From an optimization exercise on the open Yosys and OpenROAD flow, aimed at small area; shortcuts taken in it are not production practice. The RTL was checked by simulation tests, not by an equivalence proof against the original design.

Design motor1stab, start of the top module:
module motor1stab(clk, rst,
m1in, m2in, m3in, m4in, ch6ratio, ch3ratio,
m1ratio,m2ratio,m3ratio,m4ratio);
input [10:0] m1in, m2in, m3in, m4in,  ch6ratio, ch3ratio;
input clk,rst;
output [10:0] m1ratio,m2ratio,m3ratio,m4ratio;
localparam P0 = 3'b000,   
           P1 = 3'b001,   
           AA = 3'b010,   
           AB = 3'b011,   
           WF = 3'b100,   
           WS = 3'b101,   
           GB = 3'b110;   
localparam [16:0] LFSR_END = 17'h151ae;
reg [2:0] ph;
reg [16:0] lfsr;
reg sec2;
reg [10:0] a1, a2, a3, a4;    
reg [10:0] b1, b2, b3, b4;    
reg [10:0] r1, r2, r3, r4;    
wire first = (ph == WF);
wire [10:0] x1 = first ? a1 : b1;
wire [10:0] x2 = first ? a2 : b2;
wire neq = (m1in != x1) || (m2in != x2);
always @(posedge clk or negedge rst)
if (!rst) begin
	ph <= P0;
	lfsr <= 17'd0;
	sec2 <= 1'b0;
end else begin
	lfsr <= {lfsr[15:0], ~(lfsr[16] ^ lfsr[13])};
	if (lfsr == LFSR_END) sec2 <= 1'b1;
	case (ph)
	P0: ph <= P1;
	P1: ph <= WF;
	WF: ph <= (neq || sec2) ? GB : WS;
	WS: ph <= neq ? GB : WS;
	GB: ph <= AA;
	AA: ph <= AB;
	AB: ph <= WF;
	default: ph <= P0;
	endcase
end
wire cap_a = ph[2] | ~ph[1];    
wire adj   = ~ph[2] & ph[1];
always @(posedge clk) begin
	if (cap_a) begin
		a1 <= m1in; a2 <= m2in; a3 <= m3in; a4 <= m4in;
	end
	if (first) begin
		b1 <= a1; b2 <= a2; b3 <= a3; b4 <= a4;
	end
end
wire gt1, gt2, gt3, gt4;
wire [10:0] d1, d2, d3, d4;
wire [11:0] cp, cp3;
wire [4:0] w0, w1, w2, w3, w4;
wire t1 = ch6ratio[3] ^ ch6ratio[0];
wire t2 = ch6ratio[3] & ch6ratio[0];
wire t3 = ch6ratio[4] ^ ch6ratio[1] ^ t2;
wire t4 = (ch6ratio[4] & ch6ratio[1]) | (t2 & (ch6ratio[4] ^ ch6ratio[1]));
  ...
Size: about 2200 cells after synthesis, roughly 150 flip-flops, ~110 I/O pins, ~20000 µm² of cells after synthesis.
clock: 40.0 ns
lec_check: 0
cap_margin: 20
core_margin: 2
core_utilization: 40
slew_margin: 20
standard.sh (not shown) runs the stock make flow with config.mk's settings and CLKGATE_MAP_FILE= SYNTH_SCRIPT=/design/flow/synth_recipe.tcl, a recipe that flattens the netlist after the stock synthesis.
==> flow/flow/run.sh <==
#!/bin/bash
# Own layout flow: the standard layout (standard.sh) with two changes: synthesis
# maps the logic with an area-oriented ABC script (flow/abc_area.script, used as
# ORFS's abc_area.script with ABC_AREA=1) instead of ORFS's speed script.
# Yosys's own steps, and so the registers, are those of the standard synthesis.
# The port buffers are sky130_fd_sc_hd__buf_1 cells.
set -euo pipefail
here=$(pwd)
rm -rf "$here/scripts_local"
cp -r "$FLOW_HOME/scripts" "$here/scripts_local"
cp "$here/flow/abc_area.script" "$here/scripts_local/abc_area.script"
bash standard.sh SCRIPTS_DIR="$here/scripts_local" ABC_AREA=1 synth > "$here/flow_synth.log" 2>&1
export BUFFER_PORTS_ARGS="-buffer_cell sky130_fd_sc_hd__buf_1"
bash standard.sh finish > "$here/flow_finish.log" 2>&1
==> flow/flow/abc_area.script <==
strash
dch -f
map -a
topo
Rerun with:
==> flow/flow/run.sh (replaced) <==
#!/bin/bash
# Own layout flow: the standard layout (standard.sh) with one change: synthesis
# maps the logic with an area-oriented ABC script (flow/abc_area.script, used as
# ORFS's abc_area.script with ABC_AREA=1) instead of ORFS's speed script.
# Yosys's own steps, and so the registers, are those of the standard synthesis.
set -euo pipefail
here=$(pwd)
rm -rf "$here/scripts_local"
cp -r "$FLOW_HOME/scripts" "$here/scripts_local"
cp "$here/flow/abc_area.script" "$here/scripts_local/abc_area.script"
bash standard.sh SCRIPTS_DIR="$here/scripts_local" ABC_AREA=1 synth > "$here/flow_synth.log" 2>&1
bash standard.sh finish > "$here/flow_finish.log" 2>&1
The changed run ran to the end with no violations. Wire length barely changes. Design area goes up by a few percent. Hold slack degrades by 0.0033 ns. Synthesized area stays the same. Worst setup slack is about the same. Synthesized cell count is unchanged. Sequential share of layout area goes down by 0.55 points. Die area is unchanged. Non-clock buffer count goes up by 1.

* * *

Another version of the RTL of motor1stab (not shown whole).
Size in the first run: ~150 flip-flops, about 20,000 um^2 of cells after synthesis.
## motor1stab
module motor1stab(clk, rst,
m1in, m2in, m3in, m4in, ch6ratio, ch3ratio,
m1ratio,m2ratio,m3ratio,m4ratio);
input [10:0] m1in, m2in, m3in, m4in,  ch6ratio, ch3ratio;
input clk,rst;
output [10:0] m1ratio,m2ratio,m3ratio,m4ratio;
localparam P0 = 3'b000,   
           P1 = 3'b001,   
           AA = 3'b010,   
           AB = 3'b011,   
           WF = 3'b100,   
           WS = 3'b101,   
           GB = 3'b110;   
localparam [16:0] LFSR_END = 17'h151ae;
reg [2:0] ph;
reg [16:0] lfsr;
reg sec2;
reg [10:0] a1, a2, a3, a4;    
reg [10:0] b1, b2, b3, b4;    
reg [10:0] r1, r2, r3, r4;    
wire first = (ph == WF);
wire [10:0] x1 = first ? a1 : b1;
wire [10:0] x2 = first ? a2 : b2;
wire neq = (m1in != x1) || (m2in != x2);
always @(posedge clk or negedge rst)
if (!rst) begin
	ph <= P0;
	lfsr <= 17'd0;
	sec2 <= 1'b0;
end else begin
	lfsr <= {lfsr[15:0], ~(lfsr[16] ^ lfsr[13])};
	if (lfsr == LFSR_END) sec2 <= 1'b1;
	case (ph)
	P0: ph <= P1;
	P1: ph <= WF;
	WF: ph <= (neq || sec2) ? GB : WS;
	WS: ph <= neq ? GB : WS;
	GB: ph <= AA;
	AA: ph <= AB;
	AB: ph <= WF;
	default: ph <= P0;
	endcase
end
wire cap_a = ph[2] | ~ph[1];    
wire adj   = ~ph[2] & ph[1];
always @(posedge clk) begin
	if (cap_a) begin
		a1 <= m1in; a2 <= m2in; a3 <= m3in; a4 <= m4in;
	end
	if (first) begin
		b1 <= a1; b2 <= a2; b3 <= a3; b4 <= a4;
	end
end
wire gt1, gt2, gt3, gt4;
wire [10:0] d1, d2, d3, d4;
wire [11:0] cp, cp3;
wire [4:0] w0, w1, w2, w3, w4;
wire t1 = ch6ratio[3] ^ ch6ratio[0];
wire t2 = ch6ratio[3] & ch6ratio[0];
wire t3 = ch6ratio[4] ^ ch6ratio[1] ^ t2;
wire t4 = (ch6ratio[4] & ch6ratio[1]) | (t2 & (ch6ratio[4] ^ ch6ratio[1]));
wire t5 = ch6ratio[5] ^ ch6ratio[2] ^ ch6ratio[0];
wire t6 = (ch6ratio[5] & ch6ratio[2]) | (ch6ratio[0] & (ch6ratio[5] ^ ch6ratio[2]));
wire t7 = t5 ^ t4;
wire t8 = t5 & t4;
  ...
Settings: LEC_CHECK=0, CAP_MARGIN=20, CORE_MARGIN=2, CORE_UTILIZATION=70, CTS_BUF_LIST=sky130_fd_sc_hd__clkbuf_8, CTS_CLUSTER_SIZE=30, SLEW_MARGIN=20; clock period 40.0 ns.
==> flow/flow/run.sh <==
#!/bin/bash
# Own layout flow: the standard layout (standard.sh) with four changes:
#  - synthesis runs synth_recipe.tcl with its synth wrapper replaced by
#    flow/synth_proc.tcl: the full/half adders are extracted before synth's
#    abc -fast instead of after it (same passes otherwise, same registers);
#  - the logic is mapped with an area-oriented ABC script (flow/abc_area.script,
#    used as ORFS's abc_area.script with ABC_AREA=1);
#  - the port buffers are sky130_fd_sc_hd__buf_1 cells;
#  - after global routing, gates off the critical paths are downsized
#    (ORFS's RECOVER_POWER step, repair_timing -recover_power).
# Each step's output goes to its own log file in this folder.
set -euo pipefail
here=$(pwd)
rm -rf "$here/scripts_local"
cp -r "$FLOW_HOME/scripts" "$here/scripts_local"
cp "$here/flow/abc_area.script" "$here/scripts_local/abc_area.script"
first='proc synth {args} { yosys synth -nofsm -noshare {*}$args }'
if [[ "$(head -1 synth_recipe.tcl)" != "$first" ]]; then
  echo "synth_recipe.tcl does not start with the expected synth wrapper" >&2
  exit 1
fi
{ cat "$here/flow/synth_proc.tcl"; tail -n +2 synth_recipe.tcl; } > "$here/own_synth.tcl"
bash standard.sh SCRIPTS_DIR="$here/scripts_local" ABC_AREA=1 SYNTH_SCRIPT="$here/own_synth.tcl" synth > "$here/flow_synth.log" 2>&1
export BUFFER_PORTS_ARGS="-buffer_cell sky130_fd_sc_hd__buf_1"
bash standard.sh RECOVER_POWER=100 finish > "$here/flow_finish.log" 2>&1
Scripts as last shown in full above: flow/flow/abc_area.script
Other scripts of this flow, unchanged in this note and not shown: flow/flow/synth_proc.tcl
The baseline ran to the end with violations: max-capacitance violations, max-slew violations.
Change:
--- a/flow/flow/run.sh
+++ b/flow/flow/run.sh
@@ -9,2 +9 @@
-#  - after global routing, gates off the critical paths are downsized
-#    (ORFS's RECOVER_POWER step, repair_timing -recover_power).
+#  - clock tree: clkbuf_16 at the root, clkbuf_4/clkbuf_8 below it, no dummy loads.
@@ -25 +24,2 @@
-bash standard.sh RECOVER_POWER=100 finish > "$here/flow_finish.log" 2>&1
+export CTS_ARGS="-sink_clustering_enable -repair_clock_nets -sink_clustering_size 30 -root_buf sky130_fd_sc_hd__clkbuf_16 -buf_list {sky130_fd_sc_hd__clkbuf_4 sky130_fd_sc_hd__clkbuf_8} -dont_use_dummy_load"
+bash standard.sh finish > "$here/flow_finish.log" 2>&1
Settings changed: CORE_UTILIZATION 70 to 80.
=>
- This time the run finished clean
- routed wire length goes up by about 7%
- synthesized cell count is unchanged
- maximum frequency came out lower by about 0.34%
- register-to-register slack gets better by 340 ps
- cell count fell by about 2.7%
- die area fell by about 12%

* * *

## v15
motor1stab, a different RTL version from the one above (not shown whole).
Size in the first run: ~2100 cells after synthesis, roughly 150 flip-flops, about 110 I/O pins, ~0.019 mm^2 of cells after synthesis.
==> flow/config.mk <==
export PLATFORM = sky130hd
export DESIGN_NAME = motor1stab
export DESIGN_NICKNAME = motor1stab
export VERILOG_FILES = /design/flow/design.v
export SDC_FILE = /design/flow/constraint.sdc
export NUM_CORES = 4
export LEC_CHECK = 0
export CAP_MARGIN = 20
export CORE_MARGIN = 2
export CORE_UTILIZATION = 75
export CTS_BUF_LIST = sky130_fd_sc_hd__clkbuf_8
export CTS_CLUSTER_SIZE = 30
export SLEW_MARGIN = 20
==> flow/constraint.sdc <==
create_clock -name core_clock -period 40.0 [get_ports {clk}]
set_input_delay 8.0000 -clock core_clock [delete_from_list [all_inputs] [get_ports {clk}]]
set_output_delay 8.0000 -clock core_clock [all_outputs]
set_load 0.01 [all_outputs]
==> flow/flow/run.sh <==
#!/bin/bash
# Own layout flow: the standard layout (standard.sh) with four changes:
#  - synthesis runs synth_recipe.tcl with its synth wrapper replaced by
#    flow/synth_proc.tcl: the full/half adders are extracted before synth's
#    abc -fast instead of after it (same passes otherwise, same registers);
#  - the logic is mapped with an area-oriented ABC script (flow/abc_area.script,
#    used as ORFS's abc_area.script with ABC_AREA=1);
#  - the port buffers are sky130_fd_sc_hd__buf_1 cells;
#  - clock tree: clkbuf_16 at the root, clkbuf_4/clkbuf_8 below it, no dummy loads.
# Each step's output goes to its own log file in this folder.
set -euo pipefail
here=$(pwd)
rm -rf "$here/scripts_local"
cp -r "$FLOW_HOME/scripts" "$here/scripts_local"
cp "$here/flow/abc_area.script" "$here/scripts_local/abc_area.script"
first='proc synth {args} { yosys synth -nofsm -noshare {*}$args }'
if [[ "$(head -1 synth_recipe.tcl)" != "$first" ]]; then
  echo "synth_recipe.tcl does not start with the expected synth wrapper" >&2
  exit 1
fi
{ cat "$here/flow/synth_proc.tcl"; tail -n +2 synth_recipe.tcl; } > "$here/own_synth.tcl"
bash standard.sh SCRIPTS_DIR="$here/scripts_local" ABC_AREA=1 SYNTH_SCRIPT="$here/own_synth.tcl" synth > "$here/flow_synth.log" 2>&1
export BUFFER_PORTS_ARGS="-buffer_cell sky130_fd_sc_hd__buf_1"
export CTS_ARGS="-sink_clustering_enable -repair_clock_nets -sink_clustering_size 30 -root_buf sky130_fd_sc_hd__clkbuf_16 -buf_list {sky130_fd_sc_hd__clkbuf_4 sky130_fd_sc_hd__clkbuf_8} -dont_use_dummy_load"
bash standard.sh finish > "$here/flow_finish.log" 2>&1
Scripts as last shown in full above: flow/flow/abc_area.script
Other scripts of this flow, unchanged in this note and not shown: flow/flow/synth_proc.tcl
The inputs of v5 differ from those of v15 as listed below.
-- flow/flow/run.sh --
<<< v15, line 22
bash standard.sh SCRIPTS_DIR="$here/scripts_local" ABC_AREA=1 SYNTH_SCRIPT="$here/own_synth.tcl" synth > "$here/flow_synth.log" 2>&1
export BUFFER_PORTS_ARGS="-buffer_cell sky130_fd_sc_hd__buf_1"
export CTS_ARGS="-sink_clustering_enable -repair_clock_nets -sink_clustering_size 30 -root_buf sky130_fd_sc_hd__clkbuf_16 -buf_list {sky130_fd_sc_hd__clkbuf_4 sky130_fd_sc_hd__clkbuf_8} -dont_use_dummy_load"
bash standard.sh finish > "$here/flow_finish.log" 2>&1
>>> v5, line 22
bash standard.sh SCRIPTS_DIR="$here/scripts_local" ABC_AREA=1 SYNTH_SCRIPT="$here/own_synth.tcl" synth > "$here/flow_synth.log" 2>&1
export BUFFER_PORTS_ARGS="-buffer_cell sky130_fd_sc_hd__buf_1"
export CTS_ARGS="-repair_clock_nets -root_buf sky130_fd_sc_hd__clkbuf_16 -buf_list {sky130_fd_sc_hd__clkbuf_4 sky130_fd_sc_hd__clkbuf_8} -dont_use_dummy_load"
bash standard.sh finish > "$here/flow_finish.log" 2>&1
Findings:
- Per the final summary, v5 finished and its layout is clean on timing, DRC and antenna.
- v5 against v15: post-route cell area closely matched the old numbers, fraction of registers with async set/reset closely matched the old numbers, post-synthesis share of cell area spent on full adders, half adders and majority gates closely matched the old numbers.
- Going from v15 to v5, transition time at the pin with the least slew margin stayed essentially flat; final-report hold violation count now sits at about the same level.
- Final period utilization essentially unchanged between v5 and v15.

## static timing again, ports no longer ideal
How much do the figures lean on ideal ports? The routed layouts below were timed once more, with nothing changed but the port constraints.
Step 1 (the two cells are an assumption about what drives the block):
set clk [get_ports {clk}]
set_driving_cell -lib_cell sky130_fd_sc_hd__clkbuf_16 $clk
set_driving_cell -lib_cell sky130_fd_sc_hd__buf_2 [delete_from_list [all_inputs] $clk]
Step 2 adds t to the input delays and takes it off the output delays; t is the mean of the earliest and latest rising clock arrival at the registers after step 1. Input paths then give back, and output paths get back, about the clock's delay inside the block.
a / b / c = no drivers / after step 1 / after step 2; a / b = the first two.
run	shift t [ns]	slack for setup (ns)	worst register clock-pin slew, ns	cell pins on the clock port's net
the first run of note 1	0.487	1.250 / 1.217 / 1.217	0.07 / 0.07	1
the second run of note 1	0.500	1.251 / 1.228 / 1.228	0.07 / 0.07	1
the first run of note 2	0.496	0.982 / 0.956 / 0.956	0.10 / 0.10	1
the second run of note 2	0.429	0.850 / 0.805 / 0.805	0.10 / 0.10	1
v15	0.413	1.921 / 1.894 / 1.894	0.10 / 0.10	1
v5	0.413	1.921 / 1.894 / 1.894	0.10 / 0.10	1
The setup slack of the second run of note 2, which loses most, moves by -0.045 ns with the drivers and by -0.045 ns with both steps.
